Background: an optimization exercise with open tools, aiming at small area. Do not read the settings as production practice.
In this exercise RTL edits were held to simulation tests only and were not proved equivalent to the original.
The flow treats the clock pin as an ideal source, which a real chip does not have.
Power and IR drop assume default switching activity.

`flow/flow/run.sh`:
```
#!/bin/bash
# Own layout flow: the standard layout (standard.sh), except that
#  - synthesis is the standard flow's synthesis script with an area-oriented ABC script
#    (flow/synth.tcl, flow/abc_area.script); registers are mapped as before,
#  - the ports are buffered with the smallest buffer (buf_1),
#  - the clock tree is CTS_K clock buffers (CTS_BUF), each at the centre of
#    an equal share of the flip-flops (flow/cts.tcl), in place of TritonCTS;
#    a group with too slow a clock edge gets a stronger buffer (CTS_BIG_BUF),
#  - global routing ends with ORFS's power recovery, which downsizes gates
#    that have timing slack to spare.
# Each step's output goes to a log file of its own in this folder.
set -euo pipefail
export BUFFER_PORTS_ARGS="-buffer_cell sky130_fd_sc_hd__buf_1"
export RECOVER_POWER=100
export ABC_SCRIPT=$PWD/flow/abc_area.script
sed "s#SYNTH_SCRIPT=[^ ]*#SYNTH_SCRIPT=$PWD/flow/synth.tcl#" standard.sh > own_synth.sh
bash own_synth.sh synth > own_synth.log 2>&1
bash standard.sh place > standard_place.log 2>&1
R=orfs/results/${FLOW_PLATFORM}/top/base
CTS_BUF=sky130_fd_sc_hd__clkbuf_4 CTS_K=4 CTS_BIG_BUF=sky130_fd_sc_hd__buf_6 CTS_SLEW=0.112 \
  CTS_IN=$R/3_place.odb CTS_SDC=$R/3_place.sdc CTS_OUT=$R/4_1_cts.odb CTS_OUT_SDC=$R/4_cts.sdc \
  openroad -no_init -exit flow/cts.tcl > cts.log 2>&1
bash standard.sh > standard_finish.log 2>&1
```
`flow/config.mk`:
```
export PLATFORM = sky130hd
export DESIGN_NAME = top
export DESIGN_NICKNAME = top
export VERILOG_FILES = /design/flow/design.v
export SDC_FILE = /design/flow/constraint.sdc
export NUM_CORES = 4
export LEC_CHECK = 0
export CAP_MARGIN = 20
export CORE_MARGIN = 2
export CORE_UTILIZATION = 45
export PLACE_DENSITY = 0.9
export SLEW_MARGIN = 20
```
`flow/flow/cts.tcl`:
```
# Clock tree: the flip-flops are split into CTS_K groups by position
# (recursive bisection), and each group gets one clock buffer (CTS_BUF) at its centre,
# driven straight from the clock port. Then the placement is legalized.
set plat $::env(FLOW_HOME)/platforms/sky130hd
read_liberty $plat/lib/sky130_fd_sc_hd__tt_025C_1v80.lib
read_db $::env(CTS_IN)
read_sdc $::env(CTS_SDC)
source $plat/setRC.tcl

set block [ord::get_db_block]
set dbu [$block getDbUnitsPerMicron]
set K $::env(CTS_K)
set pts {}
foreach it [[$block findNet clk] getITerms] {
  set bb [[$it getInst] getBBox]
  set x [expr {([$bb xMin] + [$bb xMax]) / 2.0 / $dbu}]
  set y [expr {([$bb yMin] + [$bb yMax]) / 2.0 / $dbu}]
  lappend pts [list [$it getName] $x $y]
}
set n [llength $pts]
# K groups (K a power of two) of equal size by recursive bisection: each
# group is split in half along the longer side of its bounding box.
proc bisect {pts levels} {
  if {$levels == 0} { return [list $pts] }
  set xs [lsort -real [lmap p $pts {lindex $p 1}]]
  set ys [lsort -real [lmap p $pts {lindex $p 2}]]
  set idx [expr {([lindex $xs end] - [lindex $xs 0]) >= ([lindex $ys end] - [lindex $ys 0]) ? 1 : 2}]
  set sorted [lsort -real -index $idx $pts]
  set h [expr {[llength $sorted] / 2}]
  return [concat [bisect [lrange $sorted 0 [expr {$h - 1}]] [expr {$levels - 1}]] \
    [bisect [lrange $sorted $h end] [expr {$levels - 1}]]]
}
set levels [expr {int(round(log($K) / log(2)))}]
set groups [bisect $pts $levels]
set K [llength $groups]
set cs {}
foreach g $groups {
  set sx 0; set sy 0
  foreach p $g { set sx [expr {$sx + [lindex $p 1]}]; set sy [expr {$sy + [lindex $p 2]}] }
  lappend cs [list [expr {$sx / [llength $g]}] [expr {$sy / [llength $g]}]]
}
for {set k 0} {$k < $K} {incr k} {
  set g [lindex $groups $k]
  if {[llength $g] == 0} { continue }
  set pins {}
  foreach p $g { lappend pins [get_pins [lindex $p 0]] }
  set c [lindex $cs $k]
  puts "clock group $k: [llength $g] flip-flops, buffer at ($c)"
  insert_buffer -buffer_cell $::env(CTS_BUF) -net clk -load_pins $pins \
    -location [list [lindex $c 0] [lindex $c 1]] -buffer_name clkbuf_$k -net_name clk_$k
}
set_propagated_clock [all_clocks]
detailed_placement
check_placement -verbose
estimate_parasitics -placement
foreach it [[$block findNet clk] getITerms] {
  set inst [$it getInst]
  set onet ""
  foreach o [$inst getITerms] {
    if {[$o isOutputSignal]} { set onet [$o getNet] }
  }
  set mx 0
  foreach l [$onet getITerms] {
    if {[$l isOutputSignal]} { continue }
    set sl [get_property [get_pins [$l getName]] slew_max]
    if {$sl > $mx} { set mx $sl }
  }
  puts "clock buffer [$inst getName]: largest slew $mx"
  if {$mx > $::env(CTS_SLEW)} {
    puts "clock buffer [$inst getName]: resized to $::env(CTS_BIG_BUF)"
    replace_cell [$inst getName] $::env(CTS_BIG_BUF)
  }
}
detailed_placement
check_placement -verbose
estimate_parasitics -placement
set mx 0
foreach p [get_pins -hierarchical */CLK] {
  set s [get_property $p slew_max]
  if {$s > $mx} { set mx $s }
}
puts "largest clock pin slew (placement estimate): $mx"
report_clock_skew
report_checks -path_delay min
report_checks -path_delay max
write_db $::env(CTS_OUT)
write_sdc -no_timestamp $::env(CTS_OUT_SDC)
```
`flow/design.v`:
```
`timescale 1ns / 1ps
module uart_rx (
    input clk,
    input rst,
    input in,
    output notif,
    output reg [7:0] data,
    output send
);
  localparam [13:0] POL = 14'h0c93;
  localparam [13:0] J = 14'h3310;
  localparam [13:0] M = 14'h306c;
  localparam [13:0] T = 14'h3b4a;
  localparam [13:0] TMASK = 14'h3eb7;
  localparam [13:0] HOLD = 14'h15b5;
  localparam [13:0] TLOAD = 14'h0584;
  reg [3:0] p;
  reg [13:0] y;
  wire [13:0] c = y ^ POL;
  wire term = (c & TMASK) == (T & TMASK);
  wire idle = (p[3] & p[2] & p[1]) | (p[3] & p[2] & p[0]);   
  wire hold = rst | (p[3] & p[2]);   
  wire [13:0] st = {c[12:0], c[13] ^ c[12]};
  wire [13:0] cn = hold ? (st & ~HOLD) | (M & HOLD) : term ? (st & ~TLOAD) | (J & TLOAD) : st;
  always @(posedge clk) y <= cn ^ POL;
  wire inc = term | (~p[3] & ~p[2] & ~p[1]) | (p[3] & p[2]);
  always @(posedge clk) begin
    if (rst) p <= 4'd14;
    else if (idle) p <= in ? 4'd14 : 4'd1;
    else p <= p + {3'd0, inc};
  end
  always @(posedge clk) begin
    if (term && ((~p[3] & ~p[2] & p[0]))) data[4] <= in;   
    if (term && ((~p[3] & ~p[1] & ~p[0]))) data[5] <= in;   
    if (term && ((~p[3] & ~p[1] & p[0]))) data[6] <= in;   
    if (term && ((p[2] & p[1] & ~p[0]))) data[7] <= in;   
    if (term && ((p[2] & p[1] & p[0]))) data[0] <= in;   
    if (term && ((p[3] & ~p[1] & ~p[0]))) data[1] <= in;   
    if (term && ((p[3] & ~p[1] & p[0]))) data[2] <= in;   
    if (term && ((p[3] & p[1] & ~p[0]))) data[3] <= in;   
  end
  assign notif = ~((~p[3] & ~p[2] & ~p[1]) | (p[3] & p[2] & p[1]));   
  assign send = (p[3] & p[2] & p[0]);   
endmodule
`timescale 1ns / 1ps
module uart_tx (
    input clk,
    input rst,
    input send,
    input [7:0] data,
    output notif,
    output reg out
);
  localparam [13:0] J = 14'h3fe0;
  localparam [13:0] T = 14'h1ac4;
  localparam [13:0] TMASK = 14'h1ffb;
  localparam [13:0] TLOAD = 14'h0a69;
  localparam [13:0] HOLD = 14'h0021;
  localparam [13:0] POL = 14'h39c7;
  reg [3:0] p;
  reg [13:0] y;
  wire [13:0] c = y ^ POL;
  wire term = (c & TMASK) == (T & TMASK);
  wire idle = (p[3] & p[2] & p[1]);   
  wire pend = (~p[3] & ~p[2]);   
  wire [13:0] force_ = (term ? TLOAD : 14'd0) | ((idle | pend) ? HOLD : 14'd0);
  wire [13:0] cn = ({c[12:0], c[13] ^ c[12]} & ~force_) | (J & force_);
  always @(posedge clk) y <= cn ^ POL;
  wire inc = term | pend;
  always @(posedge clk) begin
    if (rst) p <= 4'd15;
    else if (idle) p <= send ? 4'd3 : 4'd15;
    else p <= p + {3'd0, inc};
  end
  always @(posedge clk) begin
    if (rst) out <= 1'b1;
    else if ((~p[3] & ~p[2])) out <= 1'b0;
    else if (term) out <= ~((~p[3]) | (~p[2])) | data[p[2:0]];
  end
  assign notif = ~((~p[3] & ~p[2]) | (p[3] & p[2] & p[1] & p[0]));   
endmodule
`timescale 1ns / 1ps
module top (
    input clk,
    input rst,
    input uart_txd_in,
    output uart_rxd_out,
    output [1:0] led
);
  wire [7:0] data;
  wire send;
  uart_rx uart_rx (
      .clk(clk),
      .rst(rst),
      .in(uart_txd_in),
      .notif(led[0]),
      .data(data),
      .send(send)
  );
  uart_tx uart_tx (
      .clk  (clk),
      .rst  (rst),
      .send (send),
      .data (data),
      .notif(led[1]),
      .out  (uart_rxd_out)
  );
endmodule
```
`flow/standard.sh`:
```
#!/bin/bash
# synth_recipe.tcl (not shown) runs the flow's synth.tcl, then flattens the netlist and writes it again
# the make line also repeats each setting of config.mk as NAME=value (left out here)
make -C /OpenROAD-flow-scripts/flow DESIGN_CONFIG=/design/flow/config.mk WORK_HOME=/design/flow/orfs CLKGATE_MAP_FILE= SYNTH_SCRIPT=/design/flow/synth_recipe.tcl "${@:-finish}"
```
`flow/constraint.sdc`:
```
create_clock -name core_clock -period 10.0 [get_ports {clk}]
set_input_delay 2.0000 -clock core_clock [delete_from_list [all_inputs] [get_ports {clk}]]
set_output_delay 2.0000 -clock core_clock [all_outputs]
set_load 0.01 [all_outputs]
```
`flow/flow/synth.tcl`:
```
# The standard synthesis script (synth_recipe.tcl), except that Yosys's abc
# pass runs the area-oriented ABC script in flow/abc_area.script (path in
# ABC_SCRIPT) instead of ORFS's delay-oriented one.
proc synth {args} { yosys synth -nofsm -noshare {*}$args }
proc abc {args} {
  set i [lsearch -exact $args -script]
  if {$i >= 0} { lset args [expr {$i + 1}] $::env(ABC_SCRIPT) }
  yosys abc {*}$args
}
source $::env(SCRIPTS_DIR)/synth.tcl
# left out here: clear keep_hierarchy, flatten, clean up, hide names made inside functions, write 1_2_yosys.v
```
`flow/flow/abc_area.script`:
```
strash
&get -n
&st
&dch -f
&nf -R 1000
&put
```
==> report_table.html <==
<table>
<tr><th>Metric</th><th>Value</th></tr>
<tr><th colspan="2">Run status</th></tr>
<tr><td>Run status</td><td>no timing/DRC/antenna violations</td></tr>
<tr><th colspan="2">Power and ir drop</th></tr>
<tr><td>Post-route total power</td><td>0.4347 mW</td></tr>
<tr><td>Power density of the placed cells</td><td>279.3 nW/um2</td></tr>
<tr><td>Leakage power total</td><td>0.5528 nW</td></tr>
<tr><td>Combinational Power Share</td><td>0.225</td></tr>
<tr><td>Worst ir drop on vdd</td><td>0.1272 mV</td></tr>
<tr><td>P_int</td><td>0.3009 mW</td></tr>
<tr><td>Share of total power in sequential cells</td><td>0.629</td></tr>
<tr><td>Switching part of the total power</td><td>0.3078</td></tr>
<tr><td>Sw Pwr</td><td>0.1338 mW</td></tr>
<tr><td>Power share of the clock group</td><td>0.146</td></tr>
<tr><th colspan="2">Flow run</th></tr>
<tr><td>Max-cap viol count</td><td>0</td></tr>
<tr><th colspan="2">Floorplanning</th></tr>
<tr><td>Vertical die dimension</td><td>61.04 um</td></tr>
<tr><td>Area inside the core boundary</td><td>3078 um2</td></tr>
<tr><td>Initial standard-cell utilization of the core</td><td>0.4756</td></tr>
<tr><td>I/O Pins</td><td>6</td></tr>
<tr><td>Floorplan die area</td><td>3725 um2</td></tr>
<tr><td>DIE WIDTH</td><td>61.04 um</td></tr>
<tr><td>Count of standard-cell rows</td><td>20</td></tr>
<tr><th colspan="2">GRT</th></tr>
<tr><td>Global-route wire length before repair</td><td>3898 um</td></tr>
<tr><td>Maximum number of pins on one net before global-route repair</td><td>13</td></tr>
<tr><td>GRT Total Usage</td><td>0.1326</td></tr>
<tr><td>Number of global-route vias before repair</td><td>947</td></tr>
<tr><td>Overflow left after global routing</td><td>0</td></tr>
<tr><td>Number of antenna violations at the first check in global routing</td><td>0</td></tr>
<tr><th colspan="2">STA</th></tr>
<tr><td>Post-route setup slack</td><td>6815 ps</td></tr>
<tr><td>Setup repair after global routing missed its margin</td><td>false</td></tr>
<tr><td>Least-Margin Pin Slew</td><td>741.0 ps</td></tr>
<tr><td>Slew headroom</td><td>0.5015</td></tr>
<tr><td>Max-slew violation count</td><td>0</td></tr>
<tr><td>Tcrit/Tclk final</td><td>0.3185</td></tr>
<tr><td>Final setup violation count</td><td>0</td></tr>
<tr><td>Final hold violation count</td><td>0</td></tr>
<tr><td>Setup TNS</td><td>0 ps</td></tr>
<tr><td>Worst clock skew</td><td>58.21 ps</td></tr>
<tr><td>Achievable Freq</td><td>0.3140 GHz</td></tr>
<tr><td>Post-layout min period</td><td>3185 ps</td></tr>
<tr><th colspan="2">Finish</th></tr>
<tr><td>Post-Layout Inst Area</td><td>1556 um2</td></tr>
<tr><td>Antenna fix cells</td><td>0</td></tr>
<tr><td>Core utilization of the finished layout</td><td>0.5057</td></tr>
<tr><td>Final-layout fill cell count</td><td>283</td></tr>
<tr><td>Net total in the final layout</td><td>140</td></tr>
<tr><td>Most common library cell in the layout ignoring fill and taps</td><td>sky130_fd_sc_hd__dfxtp_1</td></tr>
<tr><td>Share of final-layout standard cells stronger than drive strength 1</td><td>0.04580</td></tr>
<tr><td>Commonest cells after routing, fill and taps aside</td><td>sky130_fd_sc_hd__dfxtp_1 (37), sky130_fd_sc_hd__nand2_1 (12), sky130_fd_sc_hd__nor2_1 (9), sky130_fd_sc_hd__o21ai_0 (8), sky130_fd_sc_hd__edfxtp_1 (8)</td></tr>
<tr><td>Synth-to-layout area growth</td><td>6.325%</td></tr>
<tr><th colspan="2">Synthesis</th></tr>
<tr><td>Syn avg cell area</td><td>11.81 um2</td></tr>
<tr><td>Largest area contributor in the netlist</td><td>sky130_fd_sc_hd__dfxtp_1</td></tr>
<tr><td>Count of distinct cell types in the synthesized netlist</td><td>24</td></tr>
<tr><td>Mapped cell area</td><td>1464 um2</td></tr>
<tr><td>Synthesis Warnings</td><td>2</td></tr>
<tr><td>Seq/Total Area, Yosys</td><td>0.6701</td></tr>
<tr><td>Number of standard cells after synthesis</td><td>124</td></tr>
<tr><td>Ys flop type</td><td>sky130_fd_sc_hd__dfxtp_1</td></tr>
<tr><td>Share of flip-flops with an asynchronous set or reset</td><td>0</td></tr>
<tr><td>Largest cells by area after synthesis</td><td>sky130_fd_sc_hd__dfxtp_1 (51%), sky130_fd_sc_hd__edfxtp_1 (16%), sky130_fd_sc_hd__ha_1 (3.4%)</td></tr>
<tr><td>Area share of the leading cell type in the synthesized netlist</td><td>0.5060</td></tr>
<tr><td>FF+latch count, synth</td><td>45</td></tr>
<tr><td>Post-synthesis net count</td><td>131</td></tr>
<tr><td>Number of flops mapped to enable cells by yosys</td><td>8</td></tr>
<tr><th colspan="2">Placement</th></tr>
<tr><td>Post-DP HPWL</td><td>1588 um</td></tr>
<tr><td>Standard cell area after detailed placement</td><td>1523 um2</td></tr>
<tr><td>Placement Setup Slack</td><td>7016 ps</td></tr>
<tr><td>Number of buffers added on ports</td><td>5</td></tr>
<tr><td>Placer congestion estimate</td><td>0.8478</td></tr>
<tr><th colspan="2">Drt</th></tr>
<tr><td>Post-DR wirelength/cell</td><td>12.50 um</td></tr>
<tr><td>Routed vias</td><td>881</td></tr>
<tr><td>DRC violation count after routing</td><td>0</td></tr>
<tr><td>Post-DRT Antenna Nets</td><td>0</td></tr>
<tr><td>1st-pass router iterations</td><td>4</td></tr>
<tr><td>First-iteration detailed-routing DRC count</td><td>33</td></tr>
<tr><td>DR vias/cell</td><td>5.034</td></tr>
<tr><td>DRT Wirelength</td><td>2188 um</td></tr>
<tr><th colspan="2">Setup path</th></tr>
<tr><td>Endpoint arrival time on the critical path</td><td>1190 ps</td></tr>
<tr><td>Required arrival time at the worst endpoint</td><td>8000 ps</td></tr>
<tr><td>Worst setup SP type</td><td>register</td></tr>
<tr><td>Nature of the critical path endpoint</td><td>output pin</td></tr>
<tr><td>Critical path type</td><td>register to output pin</td></tr>
<tr><td>Top fanout value on the critical path</td><td>8</td></tr>
<tr><th colspan="2">Clocking</th></tr>
<tr><td>Clock latency of the later-clocked register in the worst-skew pair</td><td>170 ps</td></tr>
<tr><td>Clock transition at the registers of the reported paths</td><td>110 ps</td></tr>
<tr><th colspan="2">Worst hold path</th></tr>
<tr><td>Min-delay worst type</td><td>register to register</td></tr>
</table>
## stage by stage
stage          instances  hold slack [ps]
6_report             175            331.7
5_1_grt              175            345.9
2_1_floorplan        124            309.6
3_5_place_dp         171            317.8
3_3_place_gp         171            314.0
## final timing paths
path,from,endpoint,slack (ps),cells past startpoint
worst max register to register,uart_tx.y[5]$_DFF_P_,uart_tx.p[1]$_SDFF_PP1_,7410,8
worst min-delay path,uart_tx.y[2]$_DFF_P_,uart_tx.y[3]$_DFF_P_,330,1
worst max-delay path,uart_rx.p[3]$_SDFF_PP1_,led[0],6810,3
worst min register to register,uart_tx.y[2]$_DFF_P_,uart_tx.y[3]$_DFF_P_,330,1
## power groups by stage
stage | Clock (mW) | Combinational (mW) | Sequential [mW]
final | 0.0633 | 0.0980 | 0.273
after global routing | 0.0727 | 0.114 | 0.280
after detailed placement | 0 | 0.0986 | 0.277
after global placement | 0 | 0.0910 | 0.273
after floorplan | 0 | 0.0835 | 0.267
## final cells by class
type	count	area, um2	share of cell area
flip-flops and latches	45	980.9	0.6302
multi-input cells	74	456.7	0.2934
repair buffers	5	18.77	0.01206
clock buffers	4	33.78	0.02170
well taps	44	55.05	0.03537
inverters	3	11.26	0.007235
## synthesized netlist by cell type (3+ instances only)
master and number:
sky130_fd_sc_hd__a21oi_1 6, sky130_fd_sc_hd__xnor2_1 3, sky130_fd_sc_hd__edfxtp_1 8, sky130_fd_sc_hd__nor3_1 7, sky130_fd_sc_hd__ha_1 4, sky130_fd_sc_hd__o21ai_0 8
sky130_fd_sc_hd__nand2_1 12, sky130_fd_sc_hd__or3_1 5, sky130_fd_sc_hd__nand2b_1 3, sky130_fd_sc_hd__nor2_1 9, sky130_fd_sc_hd__clkinv_1 3, sky130_fd_sc_hd__dfxtp_1 37
## sequential cells by signal, indices dropped and copies added (netlist names)
register / count
uart_rx.data: 8
uart_rx.p: 4
uart_rx.y: 14
uart_tx.out: 1
uart_tx.p: 4
uart_tx.y: 14
## per-layer routing
metal,global-route usage,part of all wire,up-vias
li1,-,-,454
met1,0.1685,0.47,411
met2,0.2401,0.47,11
met3,0.01471,0.039,5
met4,0.03416,0.016,0
met5,0,0,-
## worst max-delay path, cell delays in order, from the launching register on
cell                      delay [ps]
sky130_fd_sc_hd__dfxtp_1         390
sky130_fd_sc_hd__and2_0          250
sky130_fd_sc_hd__a21oi_1         210
sky130_fd_sc_hd__buf_1           170
## cells by family after synthesis
| logic type | after synthesis | share of synthesized area |
|---|---|---|
| AO/OA/AOI/OAI | 18 | 0.06667 |
| XOR/XNOR | 4 | 0.02394 |
| adder cells (fa/ha/maj) | 4 | 0.03419 |
| buffers and inverters | 5 | 0.01795 |
| flip-flops | 45 | 0.6701 |
| multiplexers | 2 | 0.03077 |
| AND/OR/NAND/NOR | 46 | 0.1564 |

port drivers added, routing unchanged:
The flow's constraints put no driver on any port. The routed layout listed below was extracted and timed again, unchanged, in two steps. Step 1: set_driving_cell puts a clkbuf_16 on clk and a buf_2 on each other input, an assumption about the parent block. Step 2 adds t to the input delays and takes it off the output delays; t is the mean of the earliest and latest rising clock arrival at the registers after step 1. Input paths then give back, and output paths get back, about the clock's delay inside the block. Three values: no drivers, after step 1, after step 2; two values: the first two.
t (ns): 0.185
setup WS [ns]: 6.815 / 6.767 / 6.952
clock arrival spread, ns: 0.058 / 0.058
slew at the worst register clock pin (ns): 0.11 / 0.11
After both steps this run still meets setup and hold. For this run, drivers alone change the setup slack by -0.048 ns; drivers and shift together by +0.137 ns.
